This design comes from an exercise in tuning for small area on the open sky130 flow, not from production work. Function was checked by simulation only, so behaviour that the tests miss may differ from the original. Power is estimated from default activity; no workload was simulated.

[flow/config.mk]
export PLATFORM = sky130hd
export DESIGN_NAME = Full_datapath
export DESIGN_NICKNAME = Full_datapath
export VERILOG_FILES = /design/flow/design.v
export SDC_FILE = /design/flow/constraint.sdc
export NUM_CORES = 4
export LEC_CHECK = 0
export CAP_MARGIN = 20
export CORE_MARGIN = 2
export CORE_UTILIZATION = 30
export PLACE_DENSITY = 0.45
export SLEW_MARGIN = 20
[flow/constraint.sdc]
create_clock -name core_clock -period 15.0 [get_ports {clk}]
set_input_delay 3.0000 -clock core_clock [delete_from_list [all_inputs] [get_ports {clk}]]
set_output_delay 3.0000 -clock core_clock [all_outputs]
set_load 0.01 [all_outputs]
[flow/design.v]
`timescale 1ns / 1ps
module DFlipFlop (input clk, input rst, input D, output reg Q);
 always @ (posedge clk or posedge rst)
 if (rst) begin
 Q <= 1'b0;
 end else begin
 Q <= D;
 end
endmodule
module mux(input selector, input a, input b, output y);
assign y=selector?b:a;
endmodule
module multiplexer #(parameter n=32) (input [n-1:0]a ,input [n-1:0]b, input s, output [n-1:0]c );
  genvar i;
  generate
    for (i = 0; i < n; i = i + 1)
    begin : gen
             mux m (s,a[i],b[i],c[i]);
    end
  endgenerate
endmodule
module nbitreg # (parameter n=32) (input clk, input reset,input load, input [n-1:0] d, output [n-1:0] q);
wire [n-1:0] new_d;
genvar i;
generate
for (i=0;i<n;i=i+1)
begin : bits
DFlipFlop f(clk,reset,new_d[i],q[i]);
mux m (load,q[i],d [i],new_d[i]);
end
endgenerate
endmodule
module Full_Adder(a,b,cin, sum, cout);
input wire a, b, cin;
output wire sum, cout;
assign {cout,sum} = a+b+cin;
endmodule
module ripple#( parameter n=32)   (input [n-1:0] a, input [n-1:0] b, output [n-1:0] out);
genvar i;
wire [n:0]carry;
assign carry[0] = 1'b0;
generate
for (i=0; i<n; i=i+1)
begin : fa
Full_Adder inst( .a(a[i]), .b(b[i]), .cin(carry[i]), .sum(out[i]), .cout(carry[i+1]));
end
endgenerate
endmodule
module RegFile #(parameter n=32)(input clk, input rst,input [4:0] rr1, input [4:0]rr2, input [4:0]wr, input [n-1:0] wd,
 input regwrite, output [n-1:0] rd1, output [n-1:0] rd2 );
    reg [31:0]load;
    wire [n-1:0]q[31:0];
    genvar i;
    generate
    for (i=0;i<32;i=i+1)
    begin : regs
        nbitreg  #(.n(n)) registers(clk,rst, load[i],wd,q[i]);
    end
    endgenerate
    assign rd1 = q[rr1];
    assign rd2 = q[rr2];
    integer j;
    always@(*)begin
        for(j = 0; j<32; j = j+1)
            load[j] = regwrite && (wr != 0) && (j == wr);
    end
endmodule
module mux4x1(input [31:0] a, input [31:0] b, input [31:0] c, input [31:0] d, input [1:0] s, output reg [31:0] y);
always @(*)
case (s)
 2'b00: y = a;
 2'b01: y = b;
 2'b10: y = c;
 default: y = d;
endcase
endmodule
module RFMux(input [31:0] sum, input [31:0] PCsum, input [31:0] muxout, input jump, input auipc, output [31:0] out);
assign out = jump ? PCsum : (auipc ? sum : muxout);
endmodule
module rv32_ImmGen (input [31:0] IR, output reg [31:0] Imm);
always @(*) begin
	case (IR[6:2])
		5'b00100 : Imm = { {21{IR[31]}}, IR[30:25], IR[24:21], IR[20] };           
		5'b01000 : Imm = { {21{IR[31]}}, IR[30:25], IR[11:8], IR[7] };             
		5'b01101 : Imm = { IR[31], IR[30:20], IR[19:12], 12'b0 };                  
		5'b00101 : Imm = { IR[31], IR[30:20], IR[19:12], 12'b0 };                  
		5'b11011 : Imm = { {12{IR[31]}}, IR[19:12], IR[20], IR[30:25], IR[24:21], 1'b0 };  
		5'b11001 : Imm = { {21{IR[31]}}, IR[30:25], IR[24:21], IR[20] };           
		5'b11000 : Imm = { {20{IR[31]}}, IR[7], IR[30:25], IR[11:8], 1'b0};        
		default  : Imm = { {21{IR[31]}}, IR[30:25], IR[24:21], IR[20] };           
	endcase
end
endmodule
module ALUcontrolunit(input [3:0] inst, input [1:0] ALUOp, input ALUSrc, output reg [3:0] ALUsel);
always @(*) begin
 if (ALUOp == 2'b00) ALUsel = 4'b0000;
 else if (ALUOp == 2'b01) ALUsel = 4'b0001;
 else case (inst[2:0])
  3'b000: ALUsel = (inst[3] && !ALUSrc) ? 4'b0001 : 4'b0000;  
  3'b001: ALUsel = 4'b1001;                                   
  3'b010: ALUsel = 4'b1101;                                   
  3'b011: ALUsel = 4'b1111;                                   
  3'b100: ALUsel = 4'b0111;                                   
  3'b101: ALUsel = inst[3] ? 4'b1010 : 4'b1000;               
  3'b110: ALUsel = 4'b0100;                                   
  default: ALUsel = 4'b0101;                                  
 endcase
end
endmodule
module branchControl(input cf, input zf, input sf, input vf, input branch, input jump, input isjalr,
 input [2:0] funct3, output reg [1:0] sel);
reg taken;
always @(*) begin
 case (funct3)
  3'b000: taken = zf;           
  3'b001: taken = ~zf;          
  3'b100: taken = (sf != vf);   
  3'b101: taken = (sf == vf);   
  3'b110: taken = ~cf;          
  3'b111: taken = cf;           
  default: taken = 1'b0;
 endcase
 if (jump) sel = isjalr ? 2'b11 : 2'b01;
 else if (branch && taken) sel = 2'b01;
 else sel = 2'b00;
end
endmodule
`timescale 1ns / 1ps
module shifter( input [31:0]a,  input [4:0] shamt, input [1:0] sh_type, output reg [31:0] r);
 always@ (*)
 begin  
 case (sh_type)
2'b00: r = a >> shamt;  
2'b01: r = a << shamt;  
2'b10: r = $signed(a) >>> shamt;  
default: r = a;
 endcase
end
endmodule
module prv32_ALU(
	input   wire [31:0] a, b,
	input   wire [4:0]  shamt,
	output  reg  [31:0] r,
	output  wire        cf, zf, vf, sf,
	input   wire [3:0]  alufn
);
    wire [31:0] add,  op_b;
    wire cfa, cfs;
    assign op_b = (~b);
    assign {cf, add} = alufn[0] ? (a + op_b + 1'b1) : (a + b);
    assign zf = (add == 0);
    assign sf = add[31];
    assign vf = (a[31] ^ (op_b[31]) ^ add[31] ^ cf);
    wire[31:0] sh;
    shifter shifter0(.a(a), .shamt(shamt), .sh_type(alufn[1:0]),  .r(sh));
    always @ * begin
        r = 0;
        (* parallel_case *)
        case (alufn)
            4'b00_00 : r = add;
            4'b00_01 : r = add;
            4'b00_11 : r = b;
            4'b01_00:  r = a | b;
            4'b01_01:  r = a & b;
            4'b01_11:  r = a ^ b;
            4'b10_00:  r=sh;  
            4'b10_01:  r=sh;  
            4'b10_10:  r=sh;  
            4'b11_01:  r = {31'b0,(sf != vf)}; 
            4'b11_11:  r = {31'b0,(~cf)};  
            default: r = 0;          	
        endcase
    end
endmodule
`timescale 1ns / 1ps
module PC(input [31:0] PCsum, input [31:0] sum, input [31:0] ALUresult, input[1:0] branchcontrolsignal, output reg [31:0] PCin);
always@(*)
begin
case(branchcontrolsignal)
2'b00:    PCin= PCsum;
2'b01:    PCin= sum; 
2'b11:    PCin= ALUresult;
default: PCin= PCsum;
endcase
end
endmodule
module controlunit(input [31:0] instruction, output reg[9:0] out );
always@(*)
begin
if (instruction[6:2] == 5'b01100) 
begin  out=10'b0000010001;
end
else if (instruction[6:2] == 5'b00100) 
begin  out=10'b0000010011;
end
else if (instruction[6:2]==5'b00000) 
begin  out=10'b0001100011;
end
else if (instruction[6:2]==5'b01000) 
begin  out=10'b0000000110;
end
else if (instruction[6:2]==5'b11000) 
begin  out=10'b0010001000;
end
else if (instruction[6:2]==5'b11011) 
begin  out=10'b1010000011;   
end
else if (instruction[6:2]==5'b11001) 
begin  out=10'b1010010011;   
end
else if (instruction[6:2]==5'b00101) 
begin  out=10'b0100000011;
end
else out=10'd0;
end
endmodule
`timescale 1ns / 1ps
module forwarding_unit(input[4:0] rs1, input [4:0]rs2, input[4:0] memrd,input [4:0] wbrd, input regwritemem,
 input regwritewb, output reg [1:0] forwardA, output reg [1:0] forwardB);
always@ (*)
begin 
if ((memrd!=0) && (memrd==rs1) && (regwritemem==1))
    forwardA=2'b10;
    else if ((regwritewb==1) && (wbrd!=0) &&(wbrd==rs1))
                forwardA=2'b01; 
                    else forwardA=2'b00;
if ((regwritemem==1) && (memrd!=0) && (memrd==rs2))
                        forwardB=2'b10;   
else if( (regwritewb==1) && (wbrd!=0) &&(wbrd==rs2))
             forwardB=2'b01; 
           else 
             forwardB=2'b00; 
end
endmodule
`timescale 1ns / 1ps
module Full_datapath( input clk, input rst,
 output [11:0] mem_addr, output [2:0] mem_func, output mem_re, output mem_we,
 output [31:0] mem_wdata, input [31:0] mem_rdata,
 output wb_we, output [4:0] wb_rd, output [31:0] wb_data);
wire [31:0] inst;
wire [4:0] readreg1, readreg2, writereg;
wire  branch, memRead, memtoReg;
wire  [1:0] ALUOp;
wire   memWrite, ALUSrc, regWrite;
wire [31:0] PCsum ;
wire [31:0] PCin ;
wire [31:0] PC;
wire [31:0] ALUresult;
wire zero;
wire [31:0] data_out,data_out_1;
wire jalr, AUIPC;
wire [31:0] gen_out;
wire [31:0]sum;
wire [31:0] muxout1;
wire [3:0] ALUsel;
wire [31:0] muxout2;
wire [31:0] readdata1, readdata2;
wire [31:0] IF_ID_PC, IF_ID_Inst;
wire [31:0] outIF_ID_PC, outIF_ID_Inst;
wire stall;
wire [11:0] mem_in;
wire sclk;
wire [3:0] EX_MEM_Func_out; 
wire cf_out,zf_out,vf_out,sf_out;
wire [4:0] EX_MEM_RS2;
wire EX_MEM_AUIPC_out;
wire EX_MEM_Jalr_out;
wire EX_MEM_IsJalr_out;
wire branch1;
wire [31:0] EX_MEM_BranchAddOut;
wire [31:0] EX_MEM_ALU_out;
wire [31:0] EX_MEM_RegR2;
wire [4:0] EX_MEM_Ctrl;
wire [4:0] EX_MEM_Rd;
wire EX_MEM_Zero;
wire [1:0] forwardA;
wire [1:0] forwardB;
wire [31:0] aluinput1;
wire [31:0] aluinput2;
wire [1:0] ALUop1;
wire ALUSrc1;
wire [31:0] ID_EX_PC, ID_EX_RegR1, ID_EX_RegR2, ID_EX_Imm;
wire [9:0] ID_EX_Ctrl;
wire [3:0] ID_EX_Func;
wire [4:0] ID_EX_Rs1, ID_EX_Rs2;
wire [4:0] ID_EX_lastInst;
wire [4:0] out_ID_EX_lastInst;
wire [31:0] ID_EX_PC_out, ID_EX_RegR1_out, ID_EX_RegR2_out, ID_EX_Imm_out;
wire [9:0] ID_EX_Ctrl_out;
wire [3:0] ID_EX_Func_out;
wire [4:0] ID_EX_Rs1_out, ID_EX_Rs2_out;
wire [4:0] ID_EX_shamt;
wire [4:0] ID_EX_shamt_out;
wire [31:0] MEM_WB_sum; 
wire [31:0] MEM_WB_PCsum; 
wire  MEM_WB_AUIPC;
wire  MEM_WB_JALR; 
wire [31:0] EX_MEM_in;
wire [4:0] MEM_WB_Rd;
wire memread1, memwrite1;
wire flush;
nbitreg #(1) clk1 (clk, rst, 1'b1, ~sclk, sclk);
wire [2:0] func;
assign mem_in = (sclk) ? EX_MEM_ALU_out[11:0] : PC[11:0];
assign func = (sclk) ?EX_MEM_Func_out[2:0] : 3'b010 ;
assign mem_addr = mem_in;
assign mem_func = func;
assign mem_re = memread1;
assign mem_we = memwrite1;
assign mem_wdata = EX_MEM_in;
assign data_out = mem_rdata;
assign IF_ID_PC=PC;
assign IF_ID_Inst=(sclk) ? 32'b0000000_00000_00000_000_00000_0110011 : data_out;
wire [1:0] branchcontrolsignal;
PC PCmux(PCsum, EX_MEM_BranchAddOut, EX_MEM_ALU_out, branchcontrolsignal,  PCin);
nbitreg #(32) Pcc (clk, rst, sclk ,PCin,PC);
ripple adderr(32'd4, PC, PCsum);
wire [31:0] out_IF_ID_PCsum;
wire [31:0] rfin;
assign flush = (branchcontrolsignal != 2'b00);
wire[95:0] IF_IDin= (flush) ? 32'b0000000_00000_00000_000_00000_0110011 :
 {IF_ID_PC, IF_ID_Inst, PCsum};  
 nbitreg #(96) IF_ID (clk,rst,1'b1,
 {IF_IDin},
 {outIF_ID_PC, outIF_ID_Inst, out_IF_ID_PCsum}
  );    
RFMux rfmuxx ( MEM_WB_sum, MEM_WB_PCsum,muxout2, MEM_WB_JALR, MEM_WB_AUIPC, rfin);
RegFile RF(clk, rst, readreg1, readreg2,writereg ,rfin, MEM_WB_Ctrl[0] , readdata1, readdata2 );
rv32_ImmGen imminstr ( outIF_ID_Inst, gen_out  );
controlunit CUI (outIF_ID_Inst , {jalr, AUIPC, branch, memRead, memtoReg,  ALUOp,   memWrite, ALUSrc, regWrite} );
assign ID_EX_Ctrl={jalr, AUIPC, branch, memRead, memtoReg,  ALUOp,   memWrite, ALUSrc, regWrite};
assign ID_EX_PC=outIF_ID_PC;
assign ID_EX_Rs1=readreg1;
assign ID_EX_Rs2=readreg2;
assign ID_EX_RegR1=readdata1;
assign ID_EX_RegR2=readdata2;
assign ID_EX_Imm=gen_out;
assign ID_EX_Func={outIF_ID_Inst[30], outIF_ID_Inst[14:12]};
assign ID_EX_lastInst=outIF_ID_Inst[11:7];  
assign ID_EX_shamt = outIF_ID_Inst[24:20];
wire [31:0] ID_EX_PCsum; 
wire[193:0] ID_EXin= (flush) ? 32'b0000000_00000_00000_000_00000_0110011 :
 {ID_EX_Ctrl,ID_EX_PC,ID_EX_RegR1,ID_EX_RegR2,
    ID_EX_Imm, ID_EX_Func,ID_EX_Rs1,ID_EX_Rs2,ID_EX_lastInst,ID_EX_shamt,out_IF_ID_PCsum};  
 nbitreg #(194) ID_EX (clk,rst,1'b1,
 {ID_EXin},
{ID_EX_Ctrl_out,ID_EX_PC_out,ID_EX_RegR1_out,ID_EX_RegR2_out,
    ID_EX_Imm_out, ID_EX_Func_out,ID_EX_Rs1_out,ID_EX_Rs2_out, out_ID_EX_lastInst,
    ID_EX_shamt_out, ID_EX_PCsum});
assign ALUop1=ID_EX_Ctrl_out[4:3];
assign ALUSrc1=ID_EX_Ctrl_out[1];  
wire cf,zf,vf,sf;
wire [4:0] alu_shamt = ALUSrc1 ? ID_EX_shamt_out : aluinput2[4:0];
ripple  add2(ID_EX_Imm_out,ID_EX_PC_out, sum); 
multiplexer muxx1(aluinput2, ID_EX_Imm_out, ALUSrc1,muxout1);
ALUcontrolunit acu(ID_EX_Func_out, ALUop1, ALUSrc1, ALUsel);
prv32_ALU aluu1(aluinput1,muxout1,alu_shamt, ALUresult,cf,zf,vf,sf, ALUsel );
forwarding_unit f1(ID_EX_Rs1_out, ID_EX_Rs2_out, EX_MEM_Rd, MEM_WB_Rd, 
  EX_MEM_Ctrl[0], MEM_WB_Ctrl[0], forwardA,  forwardB);
mux4x1 m1 (ID_EX_RegR1_out, rfin, EX_MEM_ALU_out,32'd0, forwardA, aluinput1);
mux4x1 m2 (ID_EX_RegR2_out, rfin, EX_MEM_ALU_out,32'd0, forwardB, aluinput2);
wire EX_MEM_Jalr = ID_EX_Ctrl_out[9];
wire EX_MEM_AUIPC = ID_EX_Ctrl_out[8];
wire EX_MEM_IsJalr = ID_EX_Ctrl_out[9] & ID_EX_Ctrl_out[4];
wire [4:0]control_new= {ID_EX_Ctrl_out[7:5], ID_EX_Ctrl_out[2], ID_EX_Ctrl_out[0]};
wire [31:0] EX_MEM_PCsum; 
wire[185:0] EX_MEMin= (flush) ? 32'b0000000_00000_00000_000_00000_0110011 :
 {control_new, sum, ALUresult,ID_EX_RegR2_out,out_ID_EX_lastInst,
 ID_EX_Func_out,cf,zf,vf,sf,ID_EX_Rs2_out,EX_MEM_Jalr,EX_MEM_AUIPC, EX_MEM_IsJalr, ID_EX_PCsum,aluinput2};  
 nbitreg #(186) EX_MEM (clk,rst,1'b1,
 {EX_MEMin},
 {EX_MEM_Ctrl, EX_MEM_BranchAddOut,
 EX_MEM_ALU_out, EX_MEM_RegR2, EX_MEM_Rd,EX_MEM_Func_out,cf_out,zf_out,vf_out,sf_out,
 EX_MEM_RS2,EX_MEM_Jalr_out,EX_MEM_AUIPC_out,EX_MEM_IsJalr_out,EX_MEM_PCsum,EX_MEM_in} );
assign branch1= EX_MEM_Ctrl[4];
assign memread1=EX_MEM_Ctrl[3];
assign memwrite1=EX_MEM_Ctrl[1];
branchControl bc(cf_out,zf_out,sf_out,vf_out, branch1,EX_MEM_Jalr_out, EX_MEM_IsJalr_out,
 EX_MEM_Func_out[2:0], branchcontrolsignal);
wire [31:0] MEM_WB_Mem_out, MEM_WB_ALU_out;
wire [1:0] MEM_WB_Ctrl;
 nbitreg #(137) MEM_WB (clk,rst,1'b1,
 {{EX_MEM_Ctrl[2], EX_MEM_Ctrl[0]}, data_out, EX_MEM_ALU_out,EX_MEM_Rd,
 EX_MEM_BranchAddOut,EX_MEM_PCsum,EX_MEM_AUIPC_out,EX_MEM_Jalr_out },
 {MEM_WB_Ctrl,MEM_WB_Mem_out, MEM_WB_ALU_out,
 MEM_WB_Rd, MEM_WB_sum,MEM_WB_PCsum,MEM_WB_AUIPC, MEM_WB_JALR} ); 
assign readreg1=outIF_ID_Inst[19:15];
assign readreg2=outIF_ID_Inst[24:20];
assign writereg= MEM_WB_Rd;
multiplexer muxx3( MEM_WB_ALU_out,MEM_WB_Mem_out , MEM_WB_Ctrl[1],muxout2);
assign wb_we = MEM_WB_Ctrl[0] && (MEM_WB_Rd != 5'd0);
assign wb_rd = MEM_WB_Rd;
assign wb_data = rfin;
endmodule
[flow/run.sh]
#!/bin/bash
# synth_recipe.tcl (not shown) runs the flow's synth.tcl, then flattens the netlist and writes it again
# the make line also repeats each setting of config.mk as NAME=value (left out here)
make -C /OpenROAD-flow-scripts/flow DESIGN_CONFIG=/design/flow/config.mk WORK_HOME=/design/flow/orfs CLKGATE_MAP_FILE= SYNTH_SCRIPT=/design/flow/synth_recipe.tcl finish
==> notes.md <==
==> area by class of cell <==
| cell class | count | share of cell area |
|---|---|---|
| well taps | 3533 | 0.0479 |
| clock buffers | 280 | 0.0605 |
| diodes | 9 | 0.000244 |
| repair buffers | 388 | 0.0367 |
| multi-input cells | 5798 | 0.396 |
| inverters | 201 | 0.00823 |
| clock inverters | 71 | 0.0102 |
| flip-flops and latches | 1623 | 0.440 |
==> routing by layer <==
layer	up-vias	share of wire	global-route usage
met2	4824	0.41	0.438
met5	-	0.00036	0.00386
met3	1298	0.10	0.0809
met1	36600	0.42	0.420
met4	13	0.063	0.155
li1	29900	-	-
==> cell usage in the layout (no fill, tap or decap), types with 77 or more instances in the layout <==
| cell type | count |
|---|---|
| dfrtp_1 | 1619 |
| nor2_1 | 827 |
| a21oi_1 | 788 |
| o21ai_0 | 713 |
| nand2_1 | 690 |
| a22oi_1 | 400 |
| a221oi_1 | 300 |
| a22o_1 | 297 |
| buf_4 | 255 |
| and2_1 | 223 |
| mux2i_1 | 203 |
| inv_1 | 197 |
| clkbuf_16 | 190 |
| nand3_1 | 135 |
| nand4_1 | 131 |
| ha_1 | 125 |
| clkdlybuf4s50_1 | 120 |
| nor3_1 | 106 |
| nor2_4 | 77 |
==> worst max path at each step <==
stage | startpoint | slack (ns) | end
after floorplan | rst | -10.49 | EX_MEM.bits[0].f.Q
after global placement | ID_EX.bits[56].f.Q | -0.55 | EX_MEM.bits[180].f.Q
after detailed placement | ID_EX.bits[56].f.Q | -0.51 | EX_MEM.bits[180].f.Q
after CTS | ID_EX.bits[56].f.Q | 0.03 | EX_MEM.bits[180].f.Q
after global routing | ID_EX.bits[56].f.Q | 0.03 | EX_MEM.bits[180].f.Q
final | ID_EX.bits[56].f.Q | 0.44 | EX_MEM.bits[180].f.Q
==> kinds of logic (layout without fill, tap and decap cells) <==
kind of cell               Yosys count  count (layout)  share of synthesized area
AOI/OAI and AO/OA                 2898            2898                      0.237
and+or+nand+nor                   2408            2408                      0.135
DFF                               1623            1623                      0.506
buffers and inverters             1034             940                     0.0526
muxes                              294             294                     0.0380
adders and majority gates          157             157                     0.0275
xor gates and xnor gates            41              41                    0.00448
other                                0               9                          0
==> flip-flops by register name, summed over array words and instances, names as in the netlist <==
| signal | count |
|---|---|
| EX_MEM.bits.f.Q | 147 |
| ID_EX.bits.f.Q | 188 |
| IF_ID.bits.f.Q | 94 |
| MEM_WB.bits.f.Q | 137 |
| Pcc.bits.f.Q | 32 |
| RF.regs.registers.bits.f.Q | 1024 |
| clk1.bits.f.Q | 1 |
==> per-stage QoR <==
step / hold slack (ns) / setup slack [ns]
2_1_floorplan: 0.331 / -10.49
3_3_place_gp: 0.332 / -0.547
3_5_place_dp: 0.335 / -0.513
4_1_cts: 0.343 / 0.0326
5_1_grt: 0.346 / 0.0348
6_report: 0.338 / 0.441
==> worst max-delay path: cells and delay by family (launching register included) <==
kind                     cells  cell delay (ns)
AND/OR/NAND/NOR              1             0.05
buffers and inverters        1             0.08
XOR/XNOR                     2             0.32
adder cells (fa/ha/maj)     31            13.58
flip-flops                   1             0.36
==> report_power, final <==
| part | total [mW] | switching (mW) | internal (mW) |
|---|---|---|---|
| clock | 4.88 | 2.06 | 2.83 |
| combinational | 1.50 | 0.944 | 0.561 |
| sequential | 5.57 | 0.513 | 5.06 |
| total | 12.0 | 3.51 | 8.45 |
==> what timing repair did <==
item / 4_1_cts / 5_1_grt
endpoints found under the setup margin: 2 / 1
pin swaps: 3 / 3
gates cloned: 0 / 0
gates resized for setup: 5 / 8
==> notes.md <==
* Outcome: finished clean
* Tot Pwr at 12.0 mW
* Arrival time worst endpoint at 15.26 ns
* DRC Markers at 0
* WHS Path Cells at 0
* Final hold vios at 0
* Syn Area/Cell at 9.49 um2
* Nets at 8,390
* Via-per-instance ratio at 6.10
* Std cell rows at 189
* Fmax at 68.7 MHz
* Fraction of layout cells with a size suffix above 1 at 0.102
* Critical Path Most Common Cell: fa_1
* Antenna violations before repair at 22
* Slew of the pin with the lowest slew margin at 1.27 ns
* Clk root buf: clkbuf_16
* Multi-input logic area at 36,600 um2
* Critical setup path kind: reg2reg
* Num CTS Buffers at 187
* Min-delay worst type: reg2reg
* Worst path max stage delay at 0.50 ns
* Most used DFF post-synth: dfrtp_1
* Total Routed Length at 424,000 um
* Fin crit share at 0.971
* Top cell type's share of synthesized area at 0.506
* First-pass GRT wire length at 583,000 um
* Crit-path max FO at 2
* Pin count of the biggest net entering global routing at 170
* Synth top area cells: dfrtp_1, a21oi_1, o21ai_0
* Die W at 521 um
* Cell taking the most area after synthesis: dfrtp_1
* Total I/O pin count at 121
* Startpoint Class: flop
* Post-Synthesis Cells at 8,455
* CTS HTree Levels at 4
* Filler cells at 26,800
* Static Leakage at 39.8 nW
* Distinct cells, synth at 90
* Slew Limit Fails at 0
* Initial drt markers at 10,500
* Hold buffer count at CTS at 0
* Die area at 272,000 um2
* Register area share after synthesis at 0.506
* Layout area overhead at 15.1%
* R2R setup slack at 0.44 ns
* RSZ-0062 raised after global routing: no
* Chip Height at 521 um
* Minimum clock period at 14.56 ns
* Post-route insts no fill at 11,900
* ANT nets after route at 0
* Synth Net Count at 8,646
* Clock buffer depth at 3
* Final Setup Violations at 0
* Initial Utilization at 0.302
* RD Place Congestion at 0.973
* Worst path slowest cell: fa_2
* Ys Warns at 11
* Worst skew pair latency at 0.89 ns
* Post-Syn Area at 80,200 um2
* FF+latch count, synth at 1,623
* Sink Count at 1,623
* Congestion Overflow GR at 0
* TritonCTS clock tree: built
* Min-delay src: EX_MEM.bits[45].f.Q
* R2R cell count at 35
* Drt pass-1 iters at 8
* Rel. slew slack at 0.151
* Setup bufs post-CTS at 0
* Vias in the first global route at 69,600
* Top-count cell post-synth: dfrtp_1
* Core area at 266,000 um2
* Reg2reg start: ID_EX.bits[56].f.Q
* Fin area at 92,300 um2
* DP HPWL at 261,000 um
* DP Cell Count at 11,500
* Top post-synthesis cells by count: dfrtp_1, nor2_1, a21oi_1
* Storage cell area at 40,600 um2
* Number of max-cap violations at 0
* Port bufs at 120
* Clk slew on worst S/H paths at 0.06 ns
* Max IR drop VDD at 0.114 mV
* Worst EP required at 15.70 ns
* Terminus of the critical flop-to-flop path: EX_MEM.bits[180].f.Q
* Clock Skew at 0.0694 ns
* Worst Hold Endpoint: MEM_WB.bits[15].f.Q
* Setup TNS at 0 ns
* WL/cell at 35.6 um
* Final core occ at 0.348
* CP endpoint kind: flop
* Post-synth EDFFs at 0
* DP Area at 85,700 um2
* Total GRT Usage at 0.305
* Vias at 72,600
* Pwr Density at 130 nW/um2
* Async SR Flop Fraction at 1.00

port drivers added, routing unchanged:
Ports are ideal in the flow. The routed layout listed here was re-timed in OpenROAD. Step 1, drivers: a clkbuf_16 drives clk and a buf_2 each remaining input, both assumed. Step 2, shift: input delay + t, output delay - t, t = (earliest + latest rising clock arrival at the registers) / 2. This alone moves slack from input paths to output paths. Slacks: ideal / step 1 / step 2; pairs: ideal / step 1.
t, ns: 0.947
slack for setup (ns): 0.441 / 0.441 / 0.441
pins driven straight from the clock port: 1
After both steps setup and hold are still met in this run. The setup slack of this run moves by 0.000 ns with the drivers and by 0.000 ns with both steps.
